From an optimization exercise on the open Yosys and OpenROAD flow, aimed at small area; shortcuts taken in it are not production practice.
RTL that was checked went through simulation tests only; none was proved equivalent to the original.
Function not checked in runs 2 to 8: the RTL went through the layout flow alone.
No driver is modelled on the clock port, so clocking that relies on it looks cheaper here than on a real chip.
Power is estimated from default activity; no workload was simulated.

[flow/design.v]
module bin2bcd(CLK,RESET,ENABLE,  BIN ,BCD_o);
output	reg	[39:0]  BCD_o ;
input			CLK;
input		[31:0]	BIN;
input			ENABLE;
input			RESET;
	localparam W = 39;
	reg	[5:0]	c ;
	reg	[W-1:0]	R ;
	wire idle = c[5] & c[1];
	wire run  = ~c[5];
	wire copy = c[5] & ~c[0];
	wire done = c[5] & c[0] & ~c[1];
	wire [8:0] en;
	assign en[0] = 1'b1;
	assign en[1] = c[4] | c[3] | c[2];			 
	assign en[2] = c[4] | c[3];				 
	assign en[3] = c[4] | (c[3] & c[2]);			 
	assign en[4] = c[4];					 
	assign en[5] = c[4] & (c[3] | c[2] | c[1]);		 
	assign en[6] = c[4] & (c[3] | (c[2] & c[1]));		 
	assign en[7] = c[4] & c[3] & (c[2] | c[1]);		 
	assign en[8] = c[4] & c[3] & c[2] & (c[1] | c[0]);	 
	function [3:0] CORRECT;
	input [3:0] d;
	input       e;
	reg g;
	begin
		g = e & (d[3] | (d[2] & (d[1] | d[0])));
		CORRECT[0] = d[0] ^ g;
		CORRECT[1] = g ? ~(d[1] ^ d[0]) : d[1];
		CORRECT[2] = g ? (d[0] & ~d[2]) : d[2];
		CORRECT[3] = d[3] | g;
	end
	endfunction
	function integer POS;	 
	input integer d;
	input integer k;
	begin
		POS = (32 + 4*d + k) % W;
	end
	endfunction
	reg [W-1:0] C;	 
	reg [3:0]   t;
	integer d, k;
	always @* begin
		C = R;
		for (d = 0; d < 9; d = d + 1) begin
			for (k = 0; k < 4; k = k + 1) t[k] = R[POS(d,k)];
			t = CORRECT(t, en[d]);
			for (k = 0; k < 4; k = k + 1) C[POS(d,k)] = t[k];
		end
	end
	wire [W-1:0] step = {C[W-2:0], C[W-1]};
	wire [W-1:0] load = {{(W-32){1'b0}}, BIN};
	wire sl = idle;
	wire ss = ENABLE & run;
	wire sh = ~(sl | ss);
	wire [W-1:0] Rn = ({W{sl}} & load) | ({W{ss}} & step) | ({W{sh}} & R);
	always @(posedge CLK or posedge RESET) begin
		if (RESET)
			c <= 6'd63;
		else if (ENABLE && !done)
			c <= c + 6'd1;
	end
	always @(posedge CLK)
		R <= Rn;
	always @(posedge CLK) begin
		if (ENABLE && copy) begin
			for (d = 0; d < 10; d = d + 1)
				for (k = 0; k < 4; k = k + 1)
					if (4*d+k < 39)
						BCD_o[4*d+k] <= R[POS(d,k)];
			BCD_o[39] <= 1'b0;
		end
	end
endmodule
[flow/run.sh]
#!/bin/bash
# synth_recipe.tcl (not shown) runs the flow's synth.tcl, then flattens the netlist and writes it again
# the make line also repeats each setting of config.mk as NAME=value (left out here)
make -C /OpenROAD-flow-scripts/flow DESIGN_CONFIG=/design/flow/config.mk WORK_HOME=/design/flow/orfs CLKGATE_MAP_FILE= SYNTH_SCRIPT=/design/flow/synth_recipe.tcl finish
[flow/config.mk]
export PLATFORM = sky130hd
export DESIGN_NAME = bin2bcd
export DESIGN_NICKNAME = bin2bcd
export VERILOG_FILES = /design/flow/design.v
export SDC_FILE = /design/flow/constraint.sdc
export NUM_CORES = 4
export LEC_CHECK = 0
export ABC_AREA = 1
export CAP_MARGIN = 20
export CORE_MARGIN = 2
export CORE_UTILIZATION = 40
export SLEW_MARGIN = 20
[flow/constraint.sdc]
create_clock -name core_clock -period 10.0 [get_ports {CLK}]
set_input_delay 2.0000 -clock core_clock [delete_from_list [all_inputs] [get_ports {CLK}]]
set_output_delay 2.0000 -clock core_clock [all_outputs]
set_load 0.01 [all_outputs]
==> results_dict.tcl, run 1 <==
set metrics [dict create \
    status "timing/DRC/antenna clean" \
    p_switching_uw 566.7 \
    timing.fmax_mhz 288.5 \
    rows 35 \
    p_clk_frac 0.197 \
    synth_seq_area_share 0.5476 \
    r2r_slack_ps 8220 \
    grt_pass1_wl_um 13260 \
    place_congestion 0.8028 \
    wire_per_inst_um 12.25 \
    drc 0 \
    worstHoldPathType "reg2reg" \
    crit_family "buffers and inverters" \
    synth_seq_cells 84 \
    drive_gt1_frac 0.07750 \
    numCtsBuffers 9 \
    wl_met2_um 3758 \
    cts_setup_buffers 0 \
    rr_startpoint "c[5]" \
    routed_wl_um 8063 \
    slew_violations 0 \
    cp.required_ps 10240 \
    whs_endpoint "BCD_o[17]" \
    swShare 0.3878 \
    die_y_um 102.1 \
    syn_inst 450 \
    ff_latch_area_um2 2110 \
    post_drt_via_cell_ratio 4.679 \
    syn_area_um2 3852 \
    final_nets 570 \
    overflow 0 \
    area_growth_pct 28.09 \
    ios 75 \
    cap_violations 0 \
    cts_resized 0 \
    fin_setup_tns_ps 0 \
    grt_pass1_vias 2919 \
    ant_nets 0 \
    power_frac_seq 0.412 \
    max-vdd-ir-drop_v 0.0001140 \
    cp_slowest_stage_delay_ps 530 \
    highest_layer "met4" \
    crit_fanout 40 \
    clock_latency_ps 350 \
    end_kind "register" \
    p_leak_nw 2.158 \
    firstDrtPassIters 4 \
    dr_total_vias 3079 \
    multiInputGateArea_um2 1381 \
    grt_setup_unrepaired "no" \
    fin_ws_ps 6534 \
    yosysWarnings 1 \
    htree_levels 3 \
    fin_util 0.5315 \
    setup_violations 0 \
    reg2reg_depth 7 \
    root_buffer "clkbuf_8" \
    synth_top_cell_by_area "edfxtp_1" \
    worst_path_max_delay_cell "clkdlybuf4s50_1" \
    synth_top_cell_area_share 0.3040 \
    place_ws_ps 6055 \
    async_flop_share 0.07143 \
    clk_pin_slew_worst_paths_ps 80 \
    m1WireLength_um 3757 \
    grt_max_degree 41 \
    cts_tree "built" \
    p_comb_frac 0.390 \
    holdWs_ps 431.3 \
    post-route-min-period_ps 3466 \
    synth_cell_types 28 \
    critPathLaunchType "primary input" \
    avgSynthCellArea_um2 8.561 \
    wl_met3_um 408 \
    report.final.hold_viol_count 0 \
    clockBufferDepth 2 \
    power_density_nw_per_um2 296.1 \
    netlist_top_cells_count "nand2_1 (153), inv_1 (71), nand3_1 (47)" \
    drt_iter0_markers 136 \
    fin_worst_skew_ps 13.13 \
    num_antenna_cells 0 \
    critical_path_depth 9 \
    post-synth-top-count-cell "nand2_1" \
    core_region_area_um2 9284 \
    crit_chain "clkdlybuf4s50_1, inv_2, nor2_4, buf_4, nor2_8, inv_6, o21ai_0, inv_1, nand2_1" \
    dpl.hpwl_um 5567 \
    cp.buffers_inverters 5 \
    track_usage 0.1650 \
    crit_type "in2reg" \
    antenna_found_initial 0 \
    initial_core_util 0.4150 \
    cts.sinks 84 \
    p_int_uw 894.5 \
    ys.flop_type "edfxtp_1" \
    min_from "R[10]" \
    r2r_end "R[12]" \
    crit_arrival_ps 3710 \
    min_period_over_period 0.3466 \
    die_w_um 102.1 \
    dieArea_um2 10430 \
    fillCellCount 855 \
    synth_area_leaders "edfxtp_1 (30%), dfxtp_1 (20%), nand2_1 (15%), inv_1 (6.9%), nand3_1 (6.1%)" \
    whs_path_depth 0 \
    cts_hold_buf 0 \
    port_buffers 73 \
    synth_edf_count 39 \
]
==> flip-flops by register name, indices dropped and copies added, names as in the netlist <==
signal and cells:
c 6, BCD_o 39, R 39
==> cell families (layout without fill, tap and decap cells) <==
group	after synthesis	in the layout	share of synthesized area
compound gates	43	43	0.06723
xor+xnor	4	4	0.009093
fa+ha+maj	11	11	0.03573
buf+inv	86	165	0.09581
flops	84	84	0.5476
other cells	1	1	0.0009734
simple gates	221	221	0.2436
==> metal layers <==
layer	track usage	vias up
met1	0.2118	1391
met5	0	-
li1	-	1589
met2	0.2687	87
met3	0.02873	12
met4	0.08410	0
==> layout by cell type (no fill, tap or decap) <==
| master | n |
|---|---|
| a21oi_1 | 2 |
| a31o_2 | 1 |
| buf_12 | 1 |
| buf_4 | 1 |
| bufinv_16 | 3 |
| clkbuf_1 | 1 |
| clkbuf_8 | 9 |
| clkdlybuf4s50_1 | 73 |
| clkinv_1 | 1 |
| clkinv_4 | 1 |
| conb_1 | 1 |
| dfstp_2 | 6 |
| dfxtp_1 | 39 |
| edfxtp_1 | 39 |
| ha_1 | 11 |
| inv_1 | 71 |
| inv_2 | 1 |
| inv_4 | 1 |
| inv_6 | 2 |
| nand2_1 | 153 |
| nand2_2 | 1 |
| nand3_1 | 47 |
| nand4_1 | 7 |
| nor2_1 | 9 |
| nor2_4 | 2 |
| nor2_8 | 1 |
| nor3_2 | 1 |
| o21ai_0 | 19 |
| o21ai_1 | 10 |
| o21ai_2 | 10 |
| o21bai_1 | 1 |
| xor2_1 | 4 |
==> per-stage QoR <==
stage	cell area, um^2	power, mW	instances
finish	4935	1.461	658
global placement	4676	1.159	641
detailed placement	4676	1.179	641
CTS	4915	1.473	657
floorplan	3852	1.021	450
global route	4935	1.601	658
==> power groups by stage <==
| stage | Clock [mW] | Combinational [mW] | Sequential (mW) |
|---|---|---|---|
| floorplan | 0 | 0.431 | 0.591 |
| global placement | 0 | 0.550 | 0.609 |
| detailed placement | 0 | 0.567 | 0.612 |
| CTS | 0.295 | 0.573 | 0.605 |
| global route | 0.309 | 0.670 | 0.622 |
| finish | 0.288 | 0.570 | 0.603 |
==> layout make-up <==
type,count,share of cell area
Inverter,74,0.05781
Clock inverter,6,0.02257
Timing Repair Buffer,75,0.1537
Clock buffer,10,0.02586
Tap cell,129,0.03271
Multi-Input combinational cell,280,0.2799
Sequential cell,84,0.4275
==> how the worst max path moves through the flow <==
stage	startpoint	end	slack, ps
floorplan	ENABLE	BCD_o[0]	5870
global placement	ENABLE	BCD_o[16]	6070
detailed placement	ENABLE	BCD_o[16]	6060
CTS	ENABLE	BCD_o[18]	6430
global route	ENABLE	R[0]	6380
finish	ENABLE	R[12]	6530
==> inputs of run 2 (changes only) <==
--- a/flow/design.v
+++ b/flow/design.v
@@ -64,7 +64,7 @@
 			c <= c + 6'd1;
 	end
 	always @(posedge CLK)
-		R <= Rn;
+		if (sl) R <= load; else if (ss) R <= step;
 	always @(posedge CLK) begin
 		if (ENABLE && copy) begin
 			for (d = 0; d < 10; d = d + 1)
==> flow/flow/run.sh (new file) <==
#!/bin/bash
# Layout: the standard ORFS flow, with settings that keep cell area down:
# unit-size port buffers, ABC's buffers removed at floorplan, small clock
# buffers without dummy loads,.
set -euo pipefail
bash standard.sh \
  "BUFFER_PORTS_ARGS=-buffer_cell sky130_fd_sc_hd__buf_1" \
  "REMOVE_ABC_BUFFERS=1" \
  "CTS_ARGS=-sink_clustering_enable -repair_clock_nets -dont_use_dummy_load -buf_list {sky130_fd_sc_hd__clkbuf_2 sky130_fd_sc_hd__clkbuf_4 sky130_fd_sc_hd__clkbuf_8}" \
  finish > flow.log 2>&1
==> flow/standard.sh (new file) <==
#!/bin/bash
# synth_recipe.tcl (not shown) runs the flow's synth.tcl, then flattens the netlist and writes it again
# the make line also repeats each setting of config.mk as NAME=value (left out here)
make -C /OpenROAD-flow-scripts/flow DESIGN_CONFIG=/design/flow/config.mk WORK_HOME=/design/flow/orfs CLKGATE_MAP_FILE= SYNTH_SCRIPT=/design/flow/synth_recipe.tcl "${@:-finish}"
removed: flow/run.sh
==> results_dict.tcl, run 2 <==
set metrics [dict create \
    status "timing/DRC/antenna clean" \
    fin_util 0.4700 \
    fin_setup_tns_ps 0 \
    cts_resized 0 \
    syn_inst 370 \
    drive_gt1_frac 0.06951 \
    report.final.hold_viol_count 0 \
    dpl.hpwl_um 5122 \
    cts_hold_buf 0 \
    fin_ws_ps 6982 \
    reg.largest.list "BCD_o: 39 flops, R: 39 flops, c: 6 flops" \
    grt_setup_unrepaired "no" \
    holdWs_ps 443.4 \
    worstHoldPathType "reg2reg" \
    ios 75 \
    post-synth-top-count-cell "nand2_1" \
    p_total_mw 1.364 \
    postPlaceCellArea_um2 4219 \
    dp.cells 566 \
    synth_edf_count 71 \
    dr_total_vias 2695 \
    critPathLaunchType "primary input" \
    synth_xor_area_frac 0.009171 \
    synth_seq_area_share 0.6361 \
    die_w_um 101.7 \
    synth.mux.area_fraction 0 \
    cts_tree "built" \
    setup_violations 0 \
    p_leak_nw 1.794 \
    synth_area_leaders "edfxtp_1 (56%), nand2_1 (11%), nand3_1 (5.9%), inv_1 (5.0%), dfstp_2 (4.1%)" \
    power_density_nw_per_um2 314.0 \
    post_drt_via_cell_ratio 4.687 \
    dieArea_um2 10350 \
    ys.flop_type "edfxtp_1" \
    track_usage 0.1517 \
    r2r_end "R[26]" \
    final_nets 494 \
    wire_per_inst_um 12.75 \
    place_congestion 0.8155 \
    fin_worst_skew_ps 19.07 \
    root_buffer "clkbuf_8" \
    ff_latch_area_um2 2430 \
    p_clk_frac 0.135 \
    synth_top_family_by_area "simple AND/OR/NAND/NOR gates" \
    grt_pass1_wl_um 11790 \
    port_buffers 73 \
    area_growth_pct 13.69 \
    end_kind "register" \
    htree_levels 3 \
    routed_wl_um 7330 \
    max-vdd-ir-drop_v 0.00009814 \
    crit_fanout 39 \
    synth-compound-area-share 0.04455 \
    p_int_uw 838.8 \
    clk_pin_slew_worst_paths_ps 70 \
    cap_violations 0 \
    netlist_top_cells_count "nand2_1 (112), edfxtp_1 (71), inv_1 (51)" \
    ant_nets 0 \
    final_cell_mix "nand2_1 (111), buf_1 (73), edfxtp_1 (71)" \
    layout_commonest_cell "nand2_1" \
    rows 35 \
    crit_path_start "ENABLE" \
    clock_latency_ps 350 \
    p_comb_frac 0.374 \
    r2r_slack_ps 7620 \
    synth_simple_gate_area_share 0.2050 \
    grt_pass1_vias 2511 \
    cts.sinks 84 \
    die_y_um 101.7 \
    syn_area_um2 3820 \
    fin_cells 575 \
    firstDrtPassIters 4 \
    relSlewSlack 0.4037 \
    fillCellCount 890 \
    synth_top_cell_area_share 0.5581 \
    cts_setup_buffers 0 \
    post-route-min-period_ps 3018 \
    antenna_found_initial 0 \
    swShare 0.3849 \
    synthAdderAreaFrac 0.03603 \
    synth_seq_cells 84 \
    endpoint "R[26]" \
    drt_iter0_markers 123 \
    async_flop_share 0.07143 \
    crit_arrival_ps 2980 \
    synth_cell_types 27 \
    power_frac_seq 0.491 \
    cp.required_ps 9960 \
    overflow 0 \
    crit_type "in2reg" \
    avgSynthCellArea_um2 10.32 \
    min_period_over_period 0.3018 \
    synth_top_cell_by_area "edfxtp_1" \
    multiInputGateArea_um2 1137 \
    worst_slew_pin_slew_ps 891.4 \
    p_switching_uw 524.8 \
    drc 0 \
    numCtsBuffers 9 \
    clockBufferDepth 2 \
    initial_core_util 0.4134 \
    num_antenna_cells 0 \
    grt_max_degree 43 \
    core_region_area_um2 9240 \
    rr_startpoint "c[1]" \
    design_area_um2 4343 \
    yosysWarnings 1 \
    reg2reg_depth 2 \
    place_ws_ps 6616 \
    slew_violations 0 \
    timing.fmax_mhz 331.4 \
]
[run 2: cell count changes after synthesis, sizes merged, moves of 2 or more]
cell / before / now
a31oi: 0 / 8
buf: 11 / 7
dfxtp: 39 / 7
edfxtp: 39 / 71
inv: 74 / 53
nand2: 154 / 116
nand3: 47 / 45
o21ai: 39 / 16
o22ai: 0 / 2
[run 2: worst min-delay path by stage]
stage,startpoint,endpoint,slack (ps),cells past startpoint
after global placement,R[35],BCD_o[3],420,0
after global routing,R[4],BCD_o[11],460,0
after CTS,R[24],BCD_o[31],450,0
after detailed placement,R[38],BCD_o[6],420,0
final,R[35],BCD_o[3],440,0
after floorplan,R[35],BCD_o[3],410,0
[run 2: layout make-up]
type	count	share of cell area
Clock buffer	9	0.02852
Inverter	53	0.04638
Multi-Input combinational cell	225	0.2619
Sequential cell	84	0.5595
Tap cell	129	0.03717
Timing Repair Buffer	75	0.06655
[run 2: cell families after synthesis]
kind of cell,after synthesis
adder cells (fa/ha/maj),11
XOR/XNOR,4
flip-flops,84
other,1
AO/OA/AOI/OAI,27
buffers and inverters,61
AND/OR/NAND/NOR,182
[run 2: layer usage]
metal,up-vias,wire (um),track usage
li1,1387,-,-
met1,1239,3336,0.2016
met2,62,3535,0.2318
met3,7,353,0.02899
met4,0,104,0.08836
met5,-,0,0
[run 2: power by group through the flow]
stage / logic [mW] / clock network (mW) / registers [mW]
after detailed placement: 0.512 / 0 / 0.680
after global placement: 0.496 / 0 / 0.676
after global routing: 0.603 / 0.203 / 0.688
after floorplan: 0.384 / 0 / 0.664
final: 0.510 / 0.183 / 0.670
after CTS: 0.517 / 0.189 / 0.672
[run 2: critical path: stages]
cell     delay (ps)
buf_1           160
nand2_1         130
nand2_2         670
==> inputs of run 3 (changes only) <==
--- a/flow/config.mk
+++ b/flow/config.mk
@@ -5,7 +5,6 @@
 export SDC_FILE = /design/flow/constraint.sdc
 export NUM_CORES = 4
 export LEC_CHECK = 0
-export ABC_AREA = 1
 export CAP_MARGIN = 20
 export CORE_MARGIN = 2
 export CORE_UTILIZATION = 40
==> results_dict.tcl, run 3 <==
set metrics [dict create \
    crit_arrival_ps 3110 \
    grt_pass1_wl_um 11270 \
    min_period_over_period 0.3165 \
    cts_resized 0 \
    drive_gt1_frac 0.06557 \
    p_total_mw 1.296 \
    p_leak_nw 1.510 \
    slew_violations 0 \
    synth_top_cell_area_share 0.5800 \
    place_congestion 0.7701 \
    core_region_area_um2 8806 \
    die_y_um 99.87 \
    antenna_found_initial 0 \
    report.final.hold_viol_count 0 \
    post-route-min-period_ps 3165 \
    whs_path_depth 0 \
    async_flop_share 0.07143 \
    grt_setup_unrepaired "no" \
    avgSynthCellArea_um2 12.55 \
    cts_hold_buf 0 \
    worstHoldPathType "reg2reg" \
    synth_area_leaders "edfxtp_1 (58%), dfstp_2 (4.3%), dfxtp_1 (3.8%), ha_1 (3.7%), nand2_1 (3.4%)" \
    whs_endpoint "BCD_o[5]" \
    ant_nets 0 \
    cp.buffers_inverters 1 \
    track_usage 0.1469 \
    ys.flop_type "edfxtp_1" \
    power_density_nw_per_um2 311.3 \
    overflow 0 \
    p_clk_frac 0.141 \
    cts_tree "built" \
    cts.sinks 84 \
    clock_latency_ps 340 \
    p_comb_frac 0.334 \
    fin_worst_skew_ps 21.00 \
    num_antenna_cells 0 \
    port_buffers 73 \
    crit_family "simple AND/OR/NAND/NOR gates" \
    p_int_uw 852.5 \
    dieArea_um2 9973 \
    final_cell_mix "buf_1 (73), edfxtp_1 (71), nand2_1 (33)" \
    max-vdd-ir-drop_v 0.00008903 \
    cap_violations 0 \
    netlist_top_cells_count "edfxtp_1 (71), nand2_1 (33), nor2_1 (25)" \
    rows 34 \
    cts_setup_buffers 0 \
    crit_chain "buf_1, and3_2" \
    post-synth-top-count-cell "edfxtp_1" \
    firstDrtPassIters 4 \
    r2r_end "R[28]" \
    status "timing/DRC/antenna clean" \
    swShare 0.3425 \
    clockBufferDepth 2 \
    fin_setup_tns_ps 0 \
    htree_levels 3 \
    synth_edf_count 71 \
    layout_commonest_cell "buf_1" \
    drc 0 \
    initial_core_util 0.4174 \
    worst_slew_pin_slew_ps 961.3 \
    holdWs_ps 440.6 \
    p_switching_uw 444.0 \
    timing.fmax_mhz 315.9 \
    min_from "R[37]" \
    routed_wl_um 6848 \
    cp_slowest_stage_delay_ps 850 \
    final_nets 414 \
    rr_startpoint "c[1]" \
    synth_seq_cells 84 \
    crit_fanout 39 \
    drt_iter0_markers 66 \
    cp.required_ps 9950 \
    dpl.hpwl_um 4601 \
    relSlewSlack 0.3576 \
    grt_pass1_vias 2320 \
    numCtsBuffers 9 \
    area_growth_pct 13.31 \
    r2r_slack_ps 8050 \
    crit_type "in2reg" \
    end_kind "register" \
    synth_top_cell_by_area "edfxtp_1" \
    clk_pin_slew_worst_paths_ps 70 \
    syn_inst 293 \
    setup_violations 0 \
    dr_total_vias 2328 \
    root_buffer "clkbuf_8" \
    synth_cell_types 42 \
    power_frac_seq 0.525 \
    wire_per_inst_um 14.45 \
    ios 75 \
    reg.largest.list "BCD_o: 39 flops, R: 39 flops, c: 6 flops" \
    post_drt_via_cell_ratio 4.911 \
    worst_path_max_delay_cell "and3_2" \
    grt_max_degree 45 \
    die_w_um 99.87 \
    syn_area_um2 3676 \
    yosysWarnings 1 \
    critPathLaunchType "primary input" \
    synth_seq_area_share 0.6610 \
    reg2reg_depth 6 \
]
[run 3: cell types whose count changed after synthesis, moves of 11 or more]
| cell | before | now |
|---|---|---|
| nor2_1 | 11 | 25 |
| nand2_1 | 112 | 33 |
| a21oi_1 | 0 | 11 |
| xnor2_1 | 0 | 13 |
| inv_1 | 51 | 24 |
| nand3_1 | 45 | 6 |
[run 3: cells by family after synthesis]
kind of cell    count (synthesis)  share of synthesized area
flops                          84                     0.6610
xor+xnor                       13                    0.03097
other cells                     1                   0.001020
mux                             8                    0.02382
simple gates                   86                     0.1069
fa+ha+maj                      11                    0.03744
compound gates                 55                    0.09803
buf+inv                        35                    0.04084
[run 3: how the worst max path moves through the flow]
stage	from	endpoint	slack, ps	cells past startpoint
finish	ENABLE	BCD_o[30]	6830	2
global route	ENABLE	BCD_o[35]	6720	2
CTS	ENABLE	BCD_o[35]	6820	2
detailed placement	ENABLE	BCD_o[17]	6460	2
global placement	ENABLE	BCD_o[2]	6520	2
floorplan	ENABLE	R[0]	6600	3
[run 3: final cells by class]
type,instances,area [um^2]
multi-input combinational,174,1097
clock buffer,9,123.9
inverter,24,90.09
sequential,84,2430
tap,108,135.1
timing repair buffer,75,289.0
fill,833,4641
[run 3: power groups by stage]
stage	Combinational (mW)	Clock [mW]	Sequential [mW]
6_report	0.433	0.183	0.680
5_1_grt	0.500	0.205	0.703
4_1_cts	0.443	0.189	0.684
3_5_place_dp	0.440	0	0.693
3_3_place_gp	0.425	0	0.688
2_1_floorplan	0.335	0	0.665
[run 3: per-stage QoR]
stage / instances / util / setup slack (ps) / cell area (um^2)
after global placement: 465 / 0.4589 / 6525 / 4041
after CTS: 474 / 0.4730 / 6821 / 4165
final: 474 / 0.4730 / 6835 / 4165
after global routing: 474 / 0.4730 / 6717 / 4165
after floorplan: 282 / - / 6596 / 3616
after detailed placement: 465 / 0.4589 / 6461 / 4041
[run 3: metal layers]
layer	vias to the layer above	wire, um	track usage	part of all wire
li1	1186	-	-	-
met1	1080	3236	0.1964	0.47
met2	55	3243	0.2349	0.47
met3	7	246	0.02437	0.036
met4	0	122	0.07060	0.018
met5	-	0	0	0
==> inputs of run 4 (changes only) <==
==> flow/flow/run.sh (replaced) <==
#!/bin/bash
# Layout: the standard ORFS flow, with settings that keep cell area down:
# unit-size port buffers, ABC's buffers removed at floorplan, small clock
# buffers without dummy loads, and power recovery (downsizing of cells on
# paths with slack) after global routing.
set -euo pipefail
bash standard.sh \
  "BUFFER_PORTS_ARGS=-buffer_cell sky130_fd_sc_hd__buf_1" \
  "REMOVE_ABC_BUFFERS=1" \
  "RECOVER_POWER=100" \
  "CTS_ARGS=-sink_clustering_enable -repair_clock_nets -dont_use_dummy_load -buf_list {sky130_fd_sc_hd__clkbuf_2 sky130_fd_sc_hd__clkbuf_4 sky130_fd_sc_hd__clkbuf_8}" \
  finish > flow.log 2>&1
--- a/flow/config.mk
+++ b/flow/config.mk
@@ -5,6 +5,7 @@
 export SDC_FILE = /design/flow/constraint.sdc
 export NUM_CORES = 4
 export LEC_CHECK = 0
+export ABC_AREA = 1
 export CAP_MARGIN = 20
 export CORE_MARGIN = 2
 export CORE_UTILIZATION = 40
==> results_dict.tcl, run 4 <==
set metrics [dict create \
    netlist_top_cells_count "nand2_1 (112), edfxtp_1 (71), inv_1 (51)" \
    crit_type "reg2reg" \
    cts_tree "built" \
    worstHoldPathType "reg2reg" \
    drive_gt1_frac 0.05381 \
    ys.flop_type "edfxtp_1" \
    grt_max_degree 43 \
    post-synth-top-count-cell "nand2_1" \
    cts_setup_buffers 0 \
    syn_inst 370 \
    synth_cell_types 27 \
    rows 35 \
    dpl.hpwl_um 5122 \
    worst_slew_pin_slew_ps 1550 \
    root_buffer "clkbuf_8" \
    fin_cells 575 \
    whs_endpoint "BCD_o[3]" \
    post_drt_via_cell_ratio 4.708 \
    p_total_mw 1.360 \
    post-route-min-period_ps 3498 \
    p_leak_nw 1.783 \
    slew_violations 40 \
    grt_setup_unrepaired "no" \
    synth_top_cell_by_area "edfxtp_1" \
    synth_seq_area_share 0.6361 \
    htree_levels 3 \
    max-vdd-ir-drop_v 0.00009726 \
    initial_core_util 0.4134 \
    wire_per_inst_um 12.69 \
    r2r_slack_ps 6500 \
    numCtsBuffers 9 \
    fin_setup_tns_ps 0 \
    grt_pass1_vias 2511 \
    port_buffers 73 \
    overflow 0 \
    num_antenna_cells 0 \
    rr_startpoint "c[1]" \
    track_usage 0.1517 \
    async_flop_share 0.07143 \
    cts_hold_buf 0 \
    setup_violations 0 \
    place_congestion 0.8155 \
    cp.required_ps 9940 \
    relSlewSlack -0.03574 \
    clockBufferDepth 2 \
    cap_violations 2 \
    cts_resized 0 \
    dieArea_um2 10350 \
    status "complete, but fails checks" \
    die_w_um 101.7 \
    timing.fmax_mhz 285.9 \
    reg2reg_depth 2 \
    clock_latency_ps 350 \
    clk_pin_slew_worst_paths_ps 70 \
    syn_area_um2 3820 \
    antenna_found_initial 0 \
    avgSynthCellArea_um2 10.32 \
    synth_top_cell_area_share 0.5581 \
    firstDrtPassIters 4 \
    min_period_over_period 0.3498 \
    fin_worst_skew_ps 17.83 \
    core_region_area_um2 9240 \
    whs_path_depth 0 \
    area_growth_pct 12.94 \
    cts.sinks 84 \
    synth_edf_count 71 \
    ant_nets 0 \
    crit_fanout 42 \
    drc 0 \
    power_density_nw_per_um2 315.2 \
    routed_wl_um 7294 \
    die_y_um 101.7 \
    synth_seq_cells 84 \
    drt_iter0_markers 108 \
    dr_total_vias 2707 \
    layout_commonest_cell "nand2_1" \
    reg.largest.list "BCD_o: 39 flops, R: 39 flops, c: 6 flops" \
    end_kind "register" \
    check-failures "capacitance limit, slew limit" \
    r2r_end "R[15]" \
    synth_area_leaders "edfxtp_1 (56%), nand2_1 (11%), nand3_1 (5.9%), inv_1 (5.0%), dfstp_2 (4.1%)" \
    report.final.hold_viol_count 0 \
    final_nets 494 \
    dp.cells 566 \
    crit_arrival_ps 3440 \
    grt_pass1_wl_um 11790 \
    yosysWarnings 1 \
    ios 75 \
    fin_util 0.4669 \
    min_from "R[35]" \
    final_cell_mix "nand2_1 (113), buf_1 (73), edfxtp_1 (71)" \
    critPathLaunchType "register" \
]
run 4: changes by cell type in the layout (fill, tap and decap cells not counted), sizes merged, moves of 9 or more:
cell / previous run / this run
nand2: 33 / 116
nand3: 6 / 45
inv: 24 / 53
nor2: 25 / 12
xnor2: 13 / 0
a21oi: 11 / 1
nor2b: 9 / 0
run 4: stage by stage:
stage | worst slack, ps | hold slack [ps] | area [um^2]
after CTS | 6981 | 451.2 | 4343
final | 6502 | 447.0 | 4314
after floorplan | 4783 | 408.2 | 3761
after global placement | 6640 | 424.3 | 4219
after detailed placement | 6616 | 424.6 | 4219
after global routing | 6103 | 463.2 | 4314
run 4: area by class of cell:
class	instances	area, um^2
Clock buffer	9	123.9
Fill cell	892	4926
Inverter	53	201.4
Multi-Input combinational cell	225	1116
Sequential cell	84	2430
Tap cell	129	161.4
Timing Repair Buffer	75	281.5
run 4: worst max-delay path by stage:
| stage | slack [ps] | start | cells past startpoint | endpoint |
|---|---|---|---|---|
| finish | 6500 | c[1] | 2 | R[15] |
| global route | 6100 | c[1] | 3 | R[34] |
| CTS | 6980 | ENABLE | 3 | R[4] |
| detailed placement | 6620 | ENABLE | 3 | R[8] |
| global placement | 6640 | ENABLE | 3 | R[19] |
| floorplan | 4780 | ENABLE | 2 | BCD_o[0] |
run 4: where the power goes:
part	total [mW]	internal, mW	leakage, nW	switching, mW
combinational	0.505	0.167	0.936	0.338
sequential	0.671	0.591	0.782	0.0799
clock	0.184	0.0806	0.0647	0.103
run 4: layer usage:
layer | GRT usage | up-vias | share of wire
met3 | 0.02899 | 6 | 0.042
met2 | 0.2318 | 59 | 0.48
met4 | 0.08836 | 0 | 0.011
met1 | 0.2016 | 1255 | 0.47
li1 | - | 1387 | -
met5 | 0 | - | 0
run 4: cells by family (layout without fill, tap and decap cells):
group | count (synthesis) | count (layout) | synth area share
AOI/OAI and AO/OA | 27 | 27 | 0.04455
xor gates and xnor gates | 4 | 4 | 0.009170
adders and majority gates | 11 | 11 | 0.03603
buffers and inverters | 61 | 137 | 0.06813
DFF | 84 | 84 | 0.6361
other | 1 | 1 | 0.0009817
and+or+nand+nor | 182 | 182 | 0.2050
run 4: worst max-delay path, stage by stage, from the launching register on:
cell and delay (ps):
dfstp_1 620, nand2_1 890, nand2_1 1580
==> inputs of run 5 (changes only) <==
==> flow/flow/run.sh (replaced) <==
#!/bin/bash
# Layout: the standard ORFS flow, with settings that keep cell area down:
# unit-size port buffers, ABC's buffers removed at floorplan, small clock
# buffers without dummy loads,.
set -euo pipefail
bash standard.sh \
  "BUFFER_PORTS_ARGS=-buffer_cell sky130_fd_sc_hd__buf_1" \
  "REMOVE_ABC_BUFFERS=1" \
  "CTS_ARGS=-sink_clustering_enable -repair_clock_nets -dont_use_dummy_load -buf_list sky130_fd_sc_hd__clkbuf_4 -root_buf sky130_fd_sc_hd__clkbuf_8" \
  finish > flow.log 2>&1
--- a/flow/config.mk
+++ b/flow/config.mk
@@ -5,7 +5,6 @@
 export SDC_FILE = /design/flow/constraint.sdc
 export NUM_CORES = 4
 export LEC_CHECK = 0
-export ABC_AREA = 1
 export CAP_MARGIN = 20
 export CORE_MARGIN = 2
 export CORE_UTILIZATION = 40
==> results_dict.tcl, run 5 <==
set metrics [dict create \
    synth_area_leaders "edfxtp_1 (58%), dfstp_2 (4.3%), dfxtp_1 (3.8%), ha_1 (3.7%), nand2_1 (3.4%)" \
    wl_met2_um 3243 \
    port_buffers 73 \
    cts_tree "built" \
    drt_iter0_markers 66 \
    clock_latency_ps 340 \
    setup_violations 0 \
    cp.buffers_inverters 1 \
    track_usage 0.1469 \
    whs_path_depth 0 \
    p_total_mw 1.296 \
    grt_pass1_wl_um 11270 \
    fin_setup_tns_ps 0 \
    relSlewSlack 0.3576 \
    grt_setup_unrepaired "no" \
    dieArea_um2 9973 \
    synth_cell_types 42 \
    synth_seq_area_share 0.6610 \
    cts_resized 0 \
    grt_max_degree 45 \
    dr_total_vias 2328 \
    async_flop_share 0.07143 \
    clk_pin_slew_worst_paths_ps 70 \
    timing.fmax_mhz 315.9 \
    holdWs_ps 440.6 \
    r2r_end "R[28]" \
    critPathLaunchType "primary input" \
    cp.required_ps 9950 \
    power_density_nw_per_um2 311.3 \
    place_congestion 0.7701 \
    crit_family "simple AND/OR/NAND/NOR gates" \
    firstDrtPassIters 4 \
    end_kind "register" \
    syn_inst 293 \
    ant_nets 0 \
    fin_util 0.4730 \
    grt_pass1_vias 2320 \
    num_antenna_cells 0 \
    slew_violations 0 \
    ios 75 \
    min_period_over_period 0.3165 \
    max-vdd-ir-drop_v 0.00008903 \
    ff_latch_area_um2 2430 \
    crit_path_start "ENABLE" \
    drive_gt1_frac 0.06557 \
    synth_top_cell_by_area "edfxtp_1" \
    final_nets 414 \
    worst_slew_pin_slew_ps 961.3 \
    fillCellCount 833 \
    avgSynthCellArea_um2 12.55 \
    syn_area_um2 3676 \
    initial_core_util 0.4174 \
    drc 0 \
    crit_chain "buf_1, and3_2" \
    whs_endpoint "BCD_o[5]" \
    place_ws_ps 6461 \
    crit_arrival_ps 3110 \
    fin_ws_ps 6835 \
    netlist_top_cells_count "edfxtp_1 (71), nand2_1 (33), nor2_1 (25)" \
    cts.sinks 84 \
    cts_setup_buffers 0 \
    post-route-min-period_ps 3165 \
    post-synth-top-count-cell "edfxtp_1" \
    reg.largest.list "BCD_o: 39 flops, R: 39 flops, c: 6 flops" \
    highest_layer "met4" \
    dpl.hpwl_um 4601 \
    final_cell_mix "buf_1 (73), edfxtp_1 (71), nand2_1 (33)" \
    crit_fanout 39 \
    numCtsBuffers 9 \
    die_w_um 99.87 \
    fin_worst_skew_ps 21.00 \
    core_region_area_um2 8806 \
    layout_commonest_cell "buf_1" \
    root_buffer "clkbuf_8" \
    crit_type "in2reg" \
    synth_seq_cells 84 \
    rr_startpoint "c[1]" \
    rows 34 \
    status "timing/DRC/antenna clean" \
    wire_per_inst_um 14.45 \
    multiInputGateArea_um2 1097 \
    wl_met3_um 246 \
    worstHoldPathType "reg2reg" \
    synth_top_cell_area_share 0.5800 \
    ys.flop_type "edfxtp_1" \
    cts_hold_buf 0 \
    m1WireLength_um 3236 \
    antenna_found_initial 0 \
    post_drt_via_cell_ratio 4.911 \
    yosysWarnings 1 \
    overflow 0 \
    worst_path_max_delay_cell "and3_2" \
    report.final.hold_viol_count 0 \
    htree_levels 3 \
    cap_violations 0 \
    synth_edf_count 71 \
    r2r_slack_ps 8050 \
    critical_path_depth 2 \
    clockBufferDepth 2 \
    min_from "R[37]" \
    p_leak_nw 1.510 \
    cp_slowest_stage_delay_ps 850 \
    reg2reg_depth 6 \
    die_y_um 99.87 \
    area_growth_pct 13.31 \
    routed_wl_um 6848 \
]
[run 5: changes by cell type after synthesis, sizes merged, moves of 5 or more]
cell and delta:
o21ai +5, nand3 -39, inv -29, nor2 +13, o311ai +5, a31oi -5
nand2 -83, mux2i +5, a21oi +10, nand4 -5, xnor2 +13, nor2b +9
[run 5: how the worst max path moves through the flow]
stage / endpoint / slack (ps)
floorplan: R[0] / 6600
global placement: BCD_o[2] / 6520
detailed placement: BCD_o[17] / 6460
CTS: BCD_o[35] / 6820
global route: BCD_o[35] / 6720
finish: BCD_o[30] / 6830
[run 5: cells by family after synthesis]
family | count (synthesis) | share of synthesized area
compound gates | 55 | 0.09803
fa+ha+maj | 11 | 0.03744
flops | 84 | 0.6610
other cells | 1 | 0.001020
buf+inv | 35 | 0.04084
simple gates | 86 | 0.1069
mux | 8 | 0.02382
xor+xnor | 13 | 0.03097
[run 5: cell type report]
class / count / area share
Timing Repair Buffer: 75 / 0.06939
Multi-Input combinational cell: 174 / 0.2634
Inverter: 24 / 0.02163
Tap cell: 108 / 0.03244
Clock buffer: 9 / 0.02974
Sequential cell: 84 / 0.5834
[run 5: layer usage]
| layer | vias up | GRT usage |
|---|---|---|
| met5 | - | 0 |
| met4 | 0 | 0.07060 |
| met3 | 7 | 0.02437 |
| met2 | 55 | 0.2349 |
| met1 | 1080 | 0.1964 |
| li1 | 1186 | - |
[run 5: through the flow]
stage / instances / instance area [um^2]
floorplan: 282 / 3616
global placement: 465 / 4041
detailed placement: 465 / 4041
CTS: 474 / 4165
global route: 474 / 4165
finish: 474 / 4165
[run 5: report_power, final]
| group | leakage [nW] | switching, mW | total, mW | internal [mW] |
|---|---|---|---|---|
| logic | 0.660 | 0.246 | 0.433 | 0.187 |
| clock network | 0.0647 | 0.102 | 0.183 | 0.0807 |
| registers | 0.785 | 0.0959 | 0.680 | 0.585 |
| total | 1.51 | 0.444 | 1.30 | 0.852 |
==> inputs of run 6 (changes only) <==
==> flow/flow/run.sh (replaced) <==
#!/bin/bash
# Layout: the standard ORFS flow, with settings that keep cell area down:
# unit-size port buffers, ABC's buffers removed at floorplan, small clock
# buffers without dummy loads,.
set -euo pipefail
bash standard.sh \
  "BUFFER_PORTS_ARGS=-buffer_cell sky130_fd_sc_hd__buf_1" \
  "REMOVE_ABC_BUFFERS=1" \
  "CTS_ARGS=-sink_clustering_enable -dont_use_dummy_load -buf_list sky130_fd_sc_hd__clkbuf_4 -root_buf sky130_fd_sc_hd__clkbuf_8" \
  finish > flow.log 2>&1
--- a/flow/config.mk
+++ b/flow/config.mk
@@ -7,5 +7,6 @@
 export LEC_CHECK = 0
 export CAP_MARGIN = 20
 export CORE_MARGIN = 2
-export CORE_UTILIZATION = 40
+export CORE_UTILIZATION = 70
+export PLACE_DENSITY = 0.75
 export SLEW_MARGIN = 20
==> results_dict.tcl, run 6 <==
set metrics [dict create \
    status "timing/DRC/antenna clean" \
    overflow 0 \
    post-synth-top-count-cell "edfxtp_1" \
    drt_iter0_markers 153 \
    clockBufferDepth 2 \
    final_cell_mix "buf_1 (73), edfxtp_1 (71), nand2_1 (33)" \
    wire_per_inst_um 15.06 \
    avgSynthCellArea_um2 12.55 \
    design_area_um2 4118 \
    synth_xor_area_frac 0.03097 \
    dr_total_vias 2418 \
    clock_latency_ps 330 \
    holdWs_ps 433.2 \
    cp.required_ps 10000 \
    whs_endpoint "BCD_o[5]" \
    worstHoldPathType "reg2reg" \
    cap_violations 0 \
    core_region_area_um2 5075 \
    timing.fmax_mhz 287.0 \
    p_leak_nw 1.510 \
    track_usage 0.2327 \
    numCtsBuffers 9 \
    initial_core_util 0.7244 \
    cts_resized 0 \
    worst_slew_pin_slew_ps 944.0 \
    dieArea_um2 5847 \
    synth_seq_cells 84 \
    max-vdd-ir-drop_v 0.0002167 \
    cts_setup_buffers 0 \
    drc 0 \
    crit_arrival_ps 3480 \
    power_density_nw_per_um2 317.7 \
    rr_startpoint "c[1]" \
    num_antenna_cells 0 \
    fin_setup_tns_ps 0 \
    yosysWarnings 1 \
    routed_wl_um 6568 \
    synth_area_leaders "edfxtp_1 (58%), dfstp_2 (4.3%), dfxtp_1 (3.8%), ha_1 (3.7%), nand2_1 (3.4%)" \
    grt_pass1_wl_um 10520 \
    antenna_found_initial 0 \
    post-route-min-period_ps 3484 \
    cp_slowest_stage_delay_ps 480 \
    area_growth_pct 12.01 \
    final_nets 414 \
    fin_worst_skew_ps 18.66 \
    slew_violations 0 \
    reg.largest.list "BCD_o: 39 flops, R: 39 flops, c: 6 flops" \
    crit_chain "buf_1, nor2b_1, nor2_1, inv_1, buf_4" \
    grt_setup_unrepaired "no" \
    r2r_slack_ps 7920 \
    postPlaceCellArea_um2 3994 \
    fillCellCount 313 \
    rows 26 \
    drive_gt1_frac 0.06557 \
    ant_nets 0 \
    clk_pin_slew_worst_paths_ps 80 \
    die_w_um 76.47 \
    cts.sinks 84 \
    firstDrtPassIters 4 \
    worst_path_max_delay_cell "inv_1" \
    grt_max_degree 45 \
    setup_violations 0 \
    die_y_um 76.47 \
    synth_cell_types 42 \
    min_period_over_period 0.3484 \
    async_flop_share 0.07143 \
    port_buffers 73 \
    whs_path_depth 0 \
    crit_fanout 21 \
    synthAdderAreaFrac 0.03744 \
    synth_top_cell_area_share 0.5800 \
    layout_commonest_cell "buf_1" \
    synth_simple_gate_area_share 0.1069 \
    reg2reg_depth 6 \
    synth_top_cell_by_area "edfxtp_1" \
    synth-compound-area-share 0.09803 \
    min_from "R[37]" \
    grt_pass1_vias 2332 \
    cts_tree "built" \
    critPathLaunchType "primary input" \
    report.final.hold_viol_count 0 \
    syn_area_um2 3676 \
    root_buffer "clkbuf_8" \
    place_congestion 0.8022 \
    relSlewSlack 0.3692 \
    synth_top_family_by_area "simple AND/OR/NAND/NOR gates" \
    netlist_top_cells_count "edfxtp_1 (71), nand2_1 (33), nor2_1 (25)" \
    ios 75 \
    post_drt_via_cell_ratio 5.546 \
    syn_inst 293 \
    synth_edf_count 71 \
    synth_seq_area_share 0.6610 \
    r2r_end "R[28]" \
    end_kind "register" \
    crit_type "in2reg" \
    htree_levels 3 \
    synth.mux.area_fraction 0.02383 \
    cts_hold_buf 0 \
    ys.flop_type "edfxtp_1" \
    dpl.hpwl_um 4384 \
]
==> run 6: cell counts after synthesis <==
Identical to the previous run, type by type.
==> run 6: power by group <==
group / switching [mW] / internal, mW / total (mW)
logic: 0.256 / 0.188 / 0.444
registers: 0.0983 / 0.585 / 0.683
clock network: 0.101 / 0.0806 / 0.181
total: 0.455 / 0.854 / 1.31
==> run 6: how the worst max path moves through the flow <==
stage | start | end | slack [ps]
5_1_grt | ENABLE | R[17] | 6390
3_5_place_dp | ENABLE | R[19] | 6190
4_1_cts | ENABLE | R[17] | 6530
2_1_floorplan | ENABLE | R[0] | 6600
6_report | ENABLE | R[20] | 6520
3_3_place_gp | ENABLE | R[14] | 6280
==> run 6: layout make-up <==
type                    count  area, um^2  share of cell area
flip-flops and latches     84        2430              0.5901
clock buffers               9       123.9             0.03008
repair buffers             75       289.0             0.07019
inverters                  24       90.09             0.02188
well taps                  70       87.58             0.02127
multi-input cells         174        1097              0.2665
==> run 6: critical path, delay by kind of cell <==
| kind | cells | cell delay, ps |
|---|---|---|
| and+or+nand+nor | 2 | 380 |
| buffers and inverters | 3 | 1100 |
==> run 6: cells by family (layout without fill, tap and decap cells) <==
family                     after synthesis  count (layout)
other                                    1               1
buffers and inverters                   35             108
and+or+nand+nor                         86              86
adders and majority gates               11              11
DFF                                     84              84
muxes                                    8               8
AOI/OAI and AO/OA                       55              55
xor gates and xnor gates                13              13
==> run 6: metrics by stage <==
step	util	cells	power, mW	setup WS [ps]
after global placement	0.7870	427	1.101	6280
after detailed placement	0.7870	427	1.129	6186
after global routing	0.8114	436	1.395	6388
final	0.8114	436	1.308	6516
after floorplan	-	282	0.9998	6596
after CTS	0.8114	436	1.310	6527
==> run 6: metal layers <==
metal,routed length (um),GRT usage,share of wire
met2,3323,0.3717,0.51
met1,2834,0.3033,0.43
met4,122,0.1364,0.019
met5,0,0,0
met3,288,0.03910,0.044
==> inputs of run 7 (changes only) <==
--- a/flow/flow/run.sh
+++ b/flow/flow/run.sh
@@ -6,5 +6,5 @@
 bash standard.sh \
   "BUFFER_PORTS_ARGS=-buffer_cell sky130_fd_sc_hd__buf_1" \
   "REMOVE_ABC_BUFFERS=1" \
-  "CTS_ARGS=-sink_clustering_enable -dont_use_dummy_load -buf_list sky130_fd_sc_hd__clkbuf_4 -root_buf sky130_fd_sc_hd__clkbuf_8" \
+  "CTS_ARGS=-sink_clustering_enable -dont_use_dummy_load -buf_list sky130_fd_sc_hd__clkbuf_4 -root_buf sky130_fd_sc_hd__clkbuf_8 -sink_clustering_max_diameter 40 -sink_clustering_size 12" \
   finish > flow.log 2>&1
--- a/flow/config.mk
+++ b/flow/config.mk
@@ -7,6 +7,5 @@
 export LEC_CHECK = 0
 export CAP_MARGIN = 20
 export CORE_MARGIN = 2
-export CORE_UTILIZATION = 70
-export PLACE_DENSITY = 0.75
+export CORE_UTILIZATION = 40
 export SLEW_MARGIN = 20
==> results_dict.tcl, run 7 <==
set metrics [dict create \
    cp.buffers_inverters 1 \
    clockBufferDepth 2 \
    post_drt_via_cell_ratio 4.911 \
    worst_slew_pin_slew_ps 961.3 \
    dpl.hpwl_um 4601 \
    layout_commonest_cell "buf_1" \
    synth_seq_cells 84 \
    synth_edf_count 71 \
    critical_path_depth 2 \
    cp_slowest_stage_delay_ps 850 \
    cts_resized 0 \
    initial_core_util 0.4174 \
    power_frac_seq 0.525 \
    synth_seq_area_share 0.6610 \
    crit_family "simple AND/OR/NAND/NOR gates" \
    yosysWarnings 1 \
    synthAdderAreaFrac 0.03744 \
    critPathLaunchType "primary input" \
    swShare 0.3425 \
    avgSynthCellArea_um2 12.55 \
    cts.sinks 84 \
    final_cell_mix "buf_1 (73), edfxtp_1 (71), nand2_1 (33)" \
    cp.required_ps 9950 \
    fin_setup_tns_ps 0 \
    synth_top_family_by_area "simple AND/OR/NAND/NOR gates" \
    design_area_um2 4165 \
    cts_tree "built" \
    worstHoldPathType "reg2reg" \
    fillCellCount 833 \
    die_w_um 99.87 \
    reg.largest.list "BCD_o: 39 flops, R: 39 flops, c: 6 flops" \
    timing.fmax_mhz 315.9 \
    synth_simple_gate_area_share 0.1069 \
    reg2reg_depth 6 \
    power_density_nw_per_um2 311.3 \
    relSlewSlack 0.3576 \
    synth_top_cell_by_area "edfxtp_1" \
    ant_nets 0 \
    whs_path_depth 0 \
    drt_iter0_markers 66 \
    crit_chain "buf_1, and3_2" \
    firstDrtPassIters 4 \
    dr_total_vias 2328 \
    clk_pin_slew_worst_paths_ps 70 \
    place_congestion 0.7701 \
    p_switching_uw 444.0 \
    htree_levels 3 \
    overflow 0 \
    cts_setup_buffers 0 \
    netlist_top_cells_count "edfxtp_1 (71), nand2_1 (33), nor2_1 (25)" \
    drc 0 \
    worst_path_max_delay_cell "and3_2" \
    r2r_slack_ps 8050 \
    p_leak_nw 1.510 \
    dieArea_um2 9973 \
    rows 34 \
    max-vdd-ir-drop_v 0.00008903 \
    grt_pass1_vias 2320 \
    p_comb_frac 0.334 \
    core_region_area_um2 8806 \
    report.final.hold_viol_count 0 \
    p_total_mw 1.296 \
    cts_hold_buf 0 \
    grt_pass1_wl_um 11270 \
    syn_area_um2 3676 \
    min_period_over_period 0.3165 \
    crit_arrival_ps 3110 \
    syn_inst 293 \
    synth_area_leaders "edfxtp_1 (58%), dfstp_2 (4.3%), dfxtp_1 (3.8%), ha_1 (3.7%), nand2_1 (3.4%)" \
    crit_fanout 39 \
    cap_violations 0 \
    synth-compound-area-share 0.09803 \
    numCtsBuffers 9 \
    synth_xor_area_frac 0.03097 \
    synth_top_cell_area_share 0.5800 \
    port_buffers 73 \
    area_growth_pct 13.31 \
    grt_setup_unrepaired "no" \
    die_y_um 99.87 \
    setup_violations 0 \
    async_flop_share 0.07143 \
    crit_type "in2reg" \
    ios 75 \
    clock_latency_ps 340 \
    post-route-min-period_ps 3165 \
    drive_gt1_frac 0.06557 \
    post-synth-top-count-cell "edfxtp_1" \
    p_int_uw 852.5 \
    wire_per_inst_um 14.45 \
    track_usage 0.1469 \
    final_nets 414 \
    postPlaceCellArea_um2 4041 \
    ys.flop_type "edfxtp_1" \
    synth.mux.area_fraction 0.02383 \
    grt_max_degree 45 \
    routed_wl_um 6848 \
    num_antenna_cells 0 \
    status "timing/DRC/antenna clean" \
    p_clk_frac 0.141 \
    fin_worst_skew_ps 21.00 \
    synth_cell_types 42 \
    end_kind "register" \
    root_buffer "clkbuf_8" \
    antenna_found_initial 0 \
    slew_violations 0 \
]
==> run 7: per-layer routing <==
layer,part of all wire,vias to the layer above,global-route usage
met5,0,-,0
met4,0.018,0,0.07060
met3,0.036,7,0.02437
met2,0.47,55,0.2349
met1,0.47,1080,0.1964
li1,-,1186,-
==> run 7: power groups by stage <==
stage / Sequential [mW] / Combinational, mW / Clock (mW)
final: 0.680 / 0.433 / 0.183
after global routing: 0.703 / 0.500 / 0.205
after CTS: 0.684 / 0.443 / 0.189
after detailed placement: 0.693 / 0.440 / 0
after global placement: 0.688 / 0.425 / 0
after floorplan: 0.665 / 0.335 / 0
==> run 7: final timing paths <==
kind                             start   endpoint
worst min-delay path             R[37]   BCD_o[5]
worst max register to register    c[1]      R[28]
min in group asynchronous        RESET       c[4]
worst max-delay path            ENABLE  BCD_o[30]
worst min register to register   R[37]   BCD_o[5]
max in group asynchronous        RESET       c[3]
==> run 7: logic make-up (layout without fill, tap and decap cells) <==
group | Yosys count | count (layout)
DFF | 84 | 84
and+or+nand+nor | 86 | 86
xor gates and xnor gates | 13 | 13
other | 1 | 1
buffers and inverters | 35 | 108
adders and majority gates | 11 | 11
muxes | 8 | 8
AOI/OAI and AO/OA | 55 | 55
==> run 7: through the flow <==
step                std cells  setup slack [ps]  hold slack (ps)    util
global placement          465              6525            422.4  0.4589
floorplan                 282              6596            408.2       -
detailed placement        465              6461            421.0  0.4589
CTS                       474              6821            440.4  0.4730
global route              474              6717            459.1  0.4730
finish                    474              6835            440.6  0.4730
==> run 7: cell type report <==
cell class                 count  area (um^2)  area share
timing repair buffer          75        289.0     0.06939
inverter                      24        90.09     0.02163
sequential                    84         2430      0.5834
multi-input combinational    174         1097      0.2634
clock buffer                   9        123.9     0.02974
tap                          108        135.1     0.03244
==> inputs of run 8 (changes only) <==
==> flow/flow/run.sh (replaced) <==
#!/bin/bash
# Layout: the standard ORFS flow, with settings that keep cell area down:
# unit-size port buffers, ABC's buffers removed at floorplan, combinational
# cells set to their smallest size before the placement repair (which then
# buffers or resizes only where needed), and small clock buffers without
# dummy loads.
set -euo pipefail
bash standard.sh \
  "BUFFER_PORTS_ARGS=-buffer_cell sky130_fd_sc_hd__buf_1" \
  "REMOVE_ABC_BUFFERS=1" \
  "PRE_RESIZE_TCL=$PWD/flow/downsize.tcl" \
  "CTS_ARGS=-sink_clustering_enable -repair_clock_nets -dont_use_dummy_load -buf_list sky130_fd_sc_hd__clkbuf_4 -root_buf sky130_fd_sc_hd__clkbuf_8" \
  finish > flow.log 2>&1
==> flow/flow/downsize.tcl (new file) <==
# Before the placement-stage repair_design: set every combinational cell to
# the smallest drive strength of its kind. repair_design, which runs next,
# then fixes slew and capacitance where a small cell is not enough.
set db [ord::get_db]
set n 0
foreach inst [[ord::get_db_block] getInsts] {
  set m [$inst getMaster]
  set name [$m getName]
  if {![regexp {^(sky130_fd_sc_hd__(\w+))_(\d+)$} $name -> base kind drive]} { continue }
  # leave registers, clock cells, tie cells and physical cells alone
  if {[regexp {^(df|edf|sdf|dl|clk|conb|tap|fill|decap|diode)} $kind]} { continue }
  set best $m
  set best_area [expr {[$m getWidth] * [$m getHeight]}]
  foreach d {0 1 2} {
    set c [$db findMaster ${base}_$d]
    if {$c eq "NULL" || $c eq ""} { continue }
    set a [expr {[$c getWidth] * [$c getHeight]}]
    if {$a < $best_area} { set best $c; set best_area $a }
  }
  if {$best ne $m} {
    $inst swapMaster $best
    incr n
  }
}
puts "downsize.tcl: resized $n instances to a smaller drive strength"
==> results_dict.tcl, run 8 <==
set metrics [dict create \
    status "timing/DRC/antenna clean" \
    drive_gt1_frac 0.06233 \
    power_density_nw_per_um2 310.2 \
    async_flop_share 0.07143 \
    wire_per_inst_um 14.83 \
    firstDrtPassIters 4 \
    synth_cell_types 42 \
    crit_type "in2reg" \
    layout_commonest_cell "buf_1" \
    clk_pin_slew_worst_paths_ps 70 \
    die_y_um 99.87 \
    track_usage 0.1491 \
    final_nets 417 \
    final_cell_mix "buf_1 (73), edfxtp_1 (71), nand2_1 (33)" \
    timing.fmax_mhz 307.5 \
    crit_arrival_ps 3300 \
    cts_hold_buf 0 \
    critPathLaunchType "primary input" \
    synth_edf_count 71 \
    ff_latch_area_um2 2430 \
    dieArea_um2 9973 \
    syn_inst 293 \
    fillCellCount 850 \
    p_total_mw 1.307 \
    overflow 0 \
    end_kind "register" \
    fin_cells 477 \
    dr_total_vias 2356 \
    cp.required_ps 10040 \
    ios 75 \
    cts.sinks 84 \
    post-synth-top-count-cell "edfxtp_1" \
    drt_iter0_markers 105 \
    core_region_area_um2 8806 \
    max-vdd-ir-drop_v 0.00008462 \
    grt_setup_unrepaired "no" \
    ant_nets 0 \
    design_area_um2 4213 \
    r2r_slack_ps 8000 \
    grt_pass1_wl_um 11550 \
    numCtsBuffers 9 \
    cts_setup_buffers 0 \
    fin_setup_tns_ps 0 \
    netlist_top_cells_count "edfxtp_1 (71), nand2_1 (33), nor2_1 (25)" \
    dpl.hpwl_um 4893 \
    grt_max_degree 25 \
    synth_seq_area_share 0.6610 \
    fin_worst_skew_ps 19.90 \
    syn_area_um2 3676 \
    synth_top_cell_area_share 0.5800 \
    worst_slew_pin_slew_ps 960.8 \
    clock_latency_ps 340 \
    area_growth_pct 14.60 \
    initial_core_util 0.4174 \
    synth_area_leaders "edfxtp_1 (58%), dfstp_2 (4.3%), dfxtp_1 (3.8%), ha_1 (3.7%), nand2_1 (3.4%)" \
    rows 34 \
    root_buffer "clkbuf_8" \
    dp.cells 468 \
    routed_wl_um 7072 \
    post_drt_via_cell_ratio 4.939 \
    slew_violations 0 \
    min_period_over_period 0.3252 \
    port_buffers 73 \
    num_antenna_cells 0 \
    cts_tree "built" \
    rr_startpoint "c[1]" \
    postPlaceCellArea_um2 4089 \
    grt_pass1_vias 2389 \
    report.final.hold_viol_count 0 \
    setup_violations 0 \
    ys.flop_type "edfxtp_1" \
    reg2reg_depth 6 \
    r2r_end "R[28]" \
    reg.largest.list "BCD_o: 39 flops, R: 39 flops, c: 6 flops" \
    cap_violations 0 \
    die_w_um 99.87 \
    post-route-min-period_ps 3252 \
    worstHoldPathType "reg2reg" \
    p_leak_nw 1.534 \
    clockBufferDepth 2 \
    crit_path_start "ENABLE" \
    antenna_found_initial 0 \
    avgSynthCellArea_um2 12.55 \
    place_congestion 0.7701 \
    endpoint "R[14]" \
    synth_seq_cells 84 \
    synth_top_cell_by_area "edfxtp_1" \
    drc 0 \
    relSlewSlack 0.3579 \
    crit_fanout 19 \
    multiInputGateArea_um2 1067 \
    yosysWarnings 1 \
    htree_levels 3 \
    cts_resized 0 \
]
[run 8: final cells by class]
class | instances | share of cell area
multi-input combinational | 174 | 0.2533
inverter | 24 | 0.02138
sequential | 84 | 0.5768
tap | 108 | 0.03208
clock buffer | 9 | 0.02940
timing repair buffer | 78 | 0.08702
[run 8: layer usage]
metal	GRT usage	up-vias	share of wire
met2	0.2365	60	0.47
met3	0.02925	10	0.045
met4	0.07376	0	0.018
met5	0	-	0
met1	0.1972	1096	0.46
li1	-	1190	-
[run 8: worst min-delay path by stage]
stage               cells past startpoint        end  startpoint  slack, ps
detailed placement                      0   BCD_o[5]       R[37]        420
global placement                        0   BCD_o[1]       R[33]        420
CTS                                     0   BCD_o[5]       R[37]        440
finish                                  0   BCD_o[5]       R[37]        440
global route                            0  BCD_o[16]        R[9]        450
floorplan                               0   BCD_o[0]       R[32]        410
[run 8: cell families (layout without fill, tap and decap cells)]
| logic type | count (synthesis) | count (layout) | share of synthesized area |
|---|---|---|---|
| other | 1 | 1 | 0.001020 |
| xor gates and xnor gates | 13 | 13 | 0.03097 |
| adders and majority gates | 11 | 11 | 0.03744 |
| buffers and inverters | 35 | 111 | 0.04084 |
| DFF | 84 | 84 | 0.6610 |
| and+or+nand+nor | 86 | 86 | 0.1069 |
| muxes | 8 | 8 | 0.02382 |
| AOI/OAI and AO/OA | 55 | 55 | 0.09803 |
[run 8: where the power goes]
part	switching [mW]	internal [mW]	leakage [nW]
logic	0.249	0.196	0.685
clock network	0.103	0.0807	0.0647
registers	0.0942	0.584	0.785
total	0.446	0.861	1.53
[run 8: worst max-delay path, cell delays in order]
cell and delay, ps:
buf_1 220, nor2b_1 270, nor2_1 110, inv_1 60, buf_2 400, buf_16 220
[run 8: per-stage QoR]
stage | hold slack [ps] | util | worst slack [ps]
2_1_floorplan | 408.2 | - | 6596
5_1_grt | 454.6 | 0.4784 | 6632
4_1_cts | 440.9 | 0.4784 | 6733
3_5_place_dp | 424.0 | 0.4643 | 6386
6_report | 440.8 | 0.4784 | 6748
3_3_place_gp | 422.4 | 0.4589 | 6525
==> inputs of run 9 (changes only) <==
--- a/flow/design.v
+++ b/flow/design.v
@@ -7,20 +7,20 @@
 	localparam W = 39;
 	reg	[5:0]	c ;
 	reg	[W-1:0]	R ;
-	wire idle = c[5] & c[1];
-	wire run  = ~c[5];
-	wire copy = c[5] & ~c[0];
-	wire done = c[5] & c[0] & ~c[1];
+	wire idle = ~(c[5] | c[4] | c[3] | c[2] | c[0]);
+	wire copy = c[5] & c[1] & c[0];
+	wire done = c[5] & c[2];
+	wire run  = ~(idle | copy | done);
 	wire [8:0] en;
 	assign en[0] = 1'b1;
-	assign en[1] = c[4] | c[3] | c[2];			 
-	assign en[2] = c[4] | c[3];				 
-	assign en[3] = c[4] | (c[3] & c[2]);			 
-	assign en[4] = c[4];					 
-	assign en[5] = c[4] & (c[3] | c[2] | c[1]);		 
-	assign en[6] = c[4] & (c[3] | (c[2] & c[1]));		 
-	assign en[7] = c[4] & c[3] & (c[2] | c[1]);		 
-	assign en[8] = c[4] & c[3] & c[2] & (c[1] | c[0]);	 
+	assign en[1] = c[5] | c[4] | c[3];			 
+	assign en[2] = c[5] | c[4] | c[3];			 
+	assign en[3] = c[5] | c[4];				 
+	assign en[4] = c[5] | c[4];				 
+	assign en[5] = c[5] | (c[4] & (c[3] | c[2]));		 
+	assign en[6] = c[5] | (c[4] & c[3]);			 
+	assign en[7] = c[5] | (c[4] & c[3] & c[2]);		 
+	assign en[8] = c[5];					 
 	function [3:0] CORRECT;
 	input [3:0] d;
 	input       e;
@@ -28,8 +28,8 @@
 	begin
 		g = e & (d[3] | (d[2] & (d[1] | d[0])));
 		CORRECT[0] = d[0] ^ g;
-		CORRECT[1] = g ? ~(d[1] ^ d[0]) : d[1];
-		CORRECT[2] = g ? (d[0] & ~d[2]) : d[2];
+		CORRECT[1] = d[1] ^ (g & ~d[0]);
+		CORRECT[2] = d[2] ^ (g & (d[2] | d[0]));
 		CORRECT[3] = d[3] | g;
 	end
 	endfunction
@@ -59,7 +59,7 @@
 	wire [W-1:0] Rn = ({W{sl}} & load) | ({W{ss}} & step) | ({W{sh}} & R);
 	always @(posedge CLK or posedge RESET) begin
 		if (RESET)
-			c <= 6'd63;
+			c <= 6'd2;
 		else if (ENABLE && !done)
 			c <= c + 6'd1;
 	end
==> flow/flow/run.sh (replaced) <==
#!/bin/bash
# Layout: the standard ORFS flow (standard.sh), with settings that keep
# cell area down:
# - port buffers are buf_1 instead of the resizer's default choice;
# - the buffers ABC inserted are removed at floorplan;
# - CTS without dummy loads, clkbuf_8 root, and leaf buffers that drive at
#   most 10 flip-flops set to clkbuf_4 afterwards (flow/clkleaf.tcl).
# ORFS writes each step's full log under orfs/logs; make's output is in
# flow.log.
set -euo pipefail
bash standard.sh \
  "BUFFER_PORTS_ARGS=-buffer_cell sky130_fd_sc_hd__buf_1" \
  "REMOVE_ABC_BUFFERS=1" \
  "CTS_ARGS=-sink_clustering_enable -dont_use_dummy_load -buf_list sky130_fd_sc_hd__clkbuf_4 -root_buf sky130_fd_sc_hd__clkbuf_8" \
  "POST_CTS_TCL=$PWD/flow/clkleaf.tcl" \
  finish > flow.log 2>&1
==> flow/flow/clkleaf.tcl (new file) <==
set db [ord::get_db]
set small [$db findMaster sky130_fd_sc_hd__clkbuf_4]
set n 0
foreach inst [[ord::get_db_block] getInsts] {
  if {[[$inst getMaster] getName] ne "sky130_fd_sc_hd__clkbuf_8"} { continue }
  set in_net [[$inst findITerm A] getNet]
  if {$in_net eq "NULL" || [$in_net getName] eq "CLK"} { continue }
  set out_net [[$inst findITerm X] getNet]
  if {$out_net eq "NULL"} { continue }
  set fanout [expr {[llength [$out_net getITerms]] - 1}]
  if {$fanout > 10} { continue }
  $inst swapMaster $small
  incr n
}
puts "clkleaf.tcl: $n leaf clock buffers set to clkbuf_4"
removed: flow/flow/downsize.tcl
==> results_dict.tcl, run 9 <==
set metrics [dict create \
    status "timing/DRC/antenna clean" \
    initial_core_util 0.4109 \
    overflow 0 \
    fin_setup_tns_ps 0 \
    grt_setup_unrepaired "no" \
    cap_violations 0 \
    firstDrtPassIters 5 \
    post-route-min-period_ps 3386 \
    synth_top_cell_by_area "edfxtp_1" \
    grt_pass1_vias 2070 \
    cts.sinks 84 \
    grt_max_degree 40 \
    dr_total_vias 2296 \
    synth_cell_types 37 \
    clk_pin_slew_worst_paths_ps 90 \
    relSlewSlack 0.4636 \
    worst_slew_pin_slew_ps 804.6 \
    avgSynthCellArea_um2 12.62 \
    core_region_area_um2 8721 \
    drive_gt1_frac 0.06215 \
    final_nets 401 \
    synthAdderAreaFrac 0.03492 \
    clock_latency_ps 340 \
    drc 0 \
    port_buffers 73 \
    worstHoldPathType "reg2reg" \
    setup_violations 0 \
    p_total_uw 839.4 \
    synth_seq_cells 84 \
    cts_tree "built" \
    ios 75 \
    synth_xor_area_frac 0.02933 \
    post-synth-top-count-cell "edfxtp_1" \
    routed_wl_um 6835 \
    rows 34 \
    async_flop_share 0.07143 \
    netlist_top_cells_count "edfxtp_1 (71), nand2_1 (29), nor2_1 (26)" \
    synth_area_leaders "edfxtp_1 (59%), dfxtp_1 (3.9%), dfrtp_1 (3.5%), ha_1 (3.5%), o21ai_0 (3.1%)" \
    place_congestion 0.7801 \
    synth-compound-area-share 0.1041 \
    crit_path_start "ENABLE" \
    cp.required_ps 9960 \
    ys.flop_type "edfxtp_1" \
    synth.mux.area_fraction 0.01816 \
    critPathLaunchType "primary input" \
    die_w_um 98.65 \
    max-vdd-ir-drop_v 0.00007890 \
    place_ws_ps 6236 \
    yosysWarnings 1 \
    power_density_nw_per_um2 207.1 \
    post_drt_via_cell_ratio 4.970 \
    end_kind "register" \
    syn_inst 284 \
    drt_iter0_markers 77 \
    ant_nets 0 \
    synth_top_family_by_area "compound AO/OA/AOI/OAI gates" \
    synth_top_cell_area_share 0.5950 \
    synth_seq_area_share 0.6763 \
    area_growth_pct 13.13 \
    fin_ws_ps 6614 \
    report.final.hold_viol_count 0 \
    min_period_over_period 0.3386 \
    min_from "R[30]" \
    timing.fmax_mhz 295.3 \
    fin_worst_skew_ps 19.51 \
    track_usage 0.1395 \
    rr_startpoint "c[5]" \
    num_antenna_cells 0 \
    final_cell_mix "buf_1 (73), edfxtp_1 (71), nand2_1 (29)" \
    antenna_found_initial 0 \
    dieArea_um2 9732 \
    dpl.hpwl_um 4679 \
    layout_commonest_cell "buf_1" \
    crit_fanout 32 \
    synth_edf_count 71 \
    crit_arrival_ps 3350 \
    slew_violations 0 \
    p_leak_nw 1.403 \
    die_y_um 98.65 \
    syn_area_um2 3583 \
    reg.largest.list "BCD_o: 39 flops, R: 39 flops, c: 6 flops" \
    synth_simple_gate_area_share 0.09567 \
    wire_per_inst_um 14.79 \
    crit_type "in2reg" \
    grt_pass1_wl_um 10450 \
]
## run 9: changes by cell type after synthesis, sizes merged, moves of 5 or more
cell	delta
a21oi	+6
dfrtp	+5
dfstp	-5
inv	-7
nor2b	-9
o21a	+8
o311ai	-5
## run 9: metrics by stage
stage	std cells	hold slack, ps	cell area (um^2)	utilization
2_1_floorplan	269	426.1	3502	-
3_3_place_gp	452	441.7	3940	0.4518
3_5_place_dp	452	441.3	3940	0.4518
5_1_grt	462	475.2	4054	0.4648
6_report	462	459.3	4054	0.4648
## run 9: cell families (layout without fill, tap and decap cells)
group,Yosys count,count (layout)
AO/OA/AOI/OAI,63,63
flip-flops,84,84
XOR/XNOR,12,12
multiplexers,6,6
adder cells (fa/ha/maj),10,10
other,1,1
buffers and inverters,32,102
AND/OR/NAND/NOR,76,76
## run 9: final timing paths
check	cells after the start	end	slack (ps)
setup / recovery	3	R[1]	6610
hold / removal	0	BCD_o[37]	460
setup reg to reg	4	R[1]	7390
hold reg to reg	0	BCD_o[37]	460
max in group asynchronous	2	c[1]	8210
min in group asynchronous	2	c[2]	1530
## run 9: cell type report
| class | count | area, um^2 |
|---|---|---|
| inverter | 17 | 63.81 |
| clock buffer | 9 | 86.33 |
| sequential | 84 | 2424 |
| tap | 108 | 135.1 |
| fill | 820 | 4667 |
| timing repair buffer | 76 | 316.6 |
| multi-input combinational | 168 | 1028 |
## run 9: layer usage
metal,part of all wire,GRT usage
met2,0.48,0.2109
met3,0.039,0.02624
met1,0.47,0.1938
met5,0,0
met4,0.019,0.06955
## run 9: report_power, final
part	internal, mW	switching [mW]	leakage, nW
Clock	0.0554	0.0989	0.0492
Sequential	0.467	0.0477	0.772
Combinational	0.0748	0.0955	0.582
Total	0.597	0.242	1.40
## run 9: worst max-delay path, cell delays in order
cell,delay [ps]
buf_1,160
o21a_1,440
or2_2,740

Check on run 9: ideal ports give 6.614 ns setup slack; a clkbuf_16 on the clock port and buf_2 on the inputs give 6.625 ns; moving port delays by the midpoint clock arrival (0.367 ns) as well gives 6.257 ns.
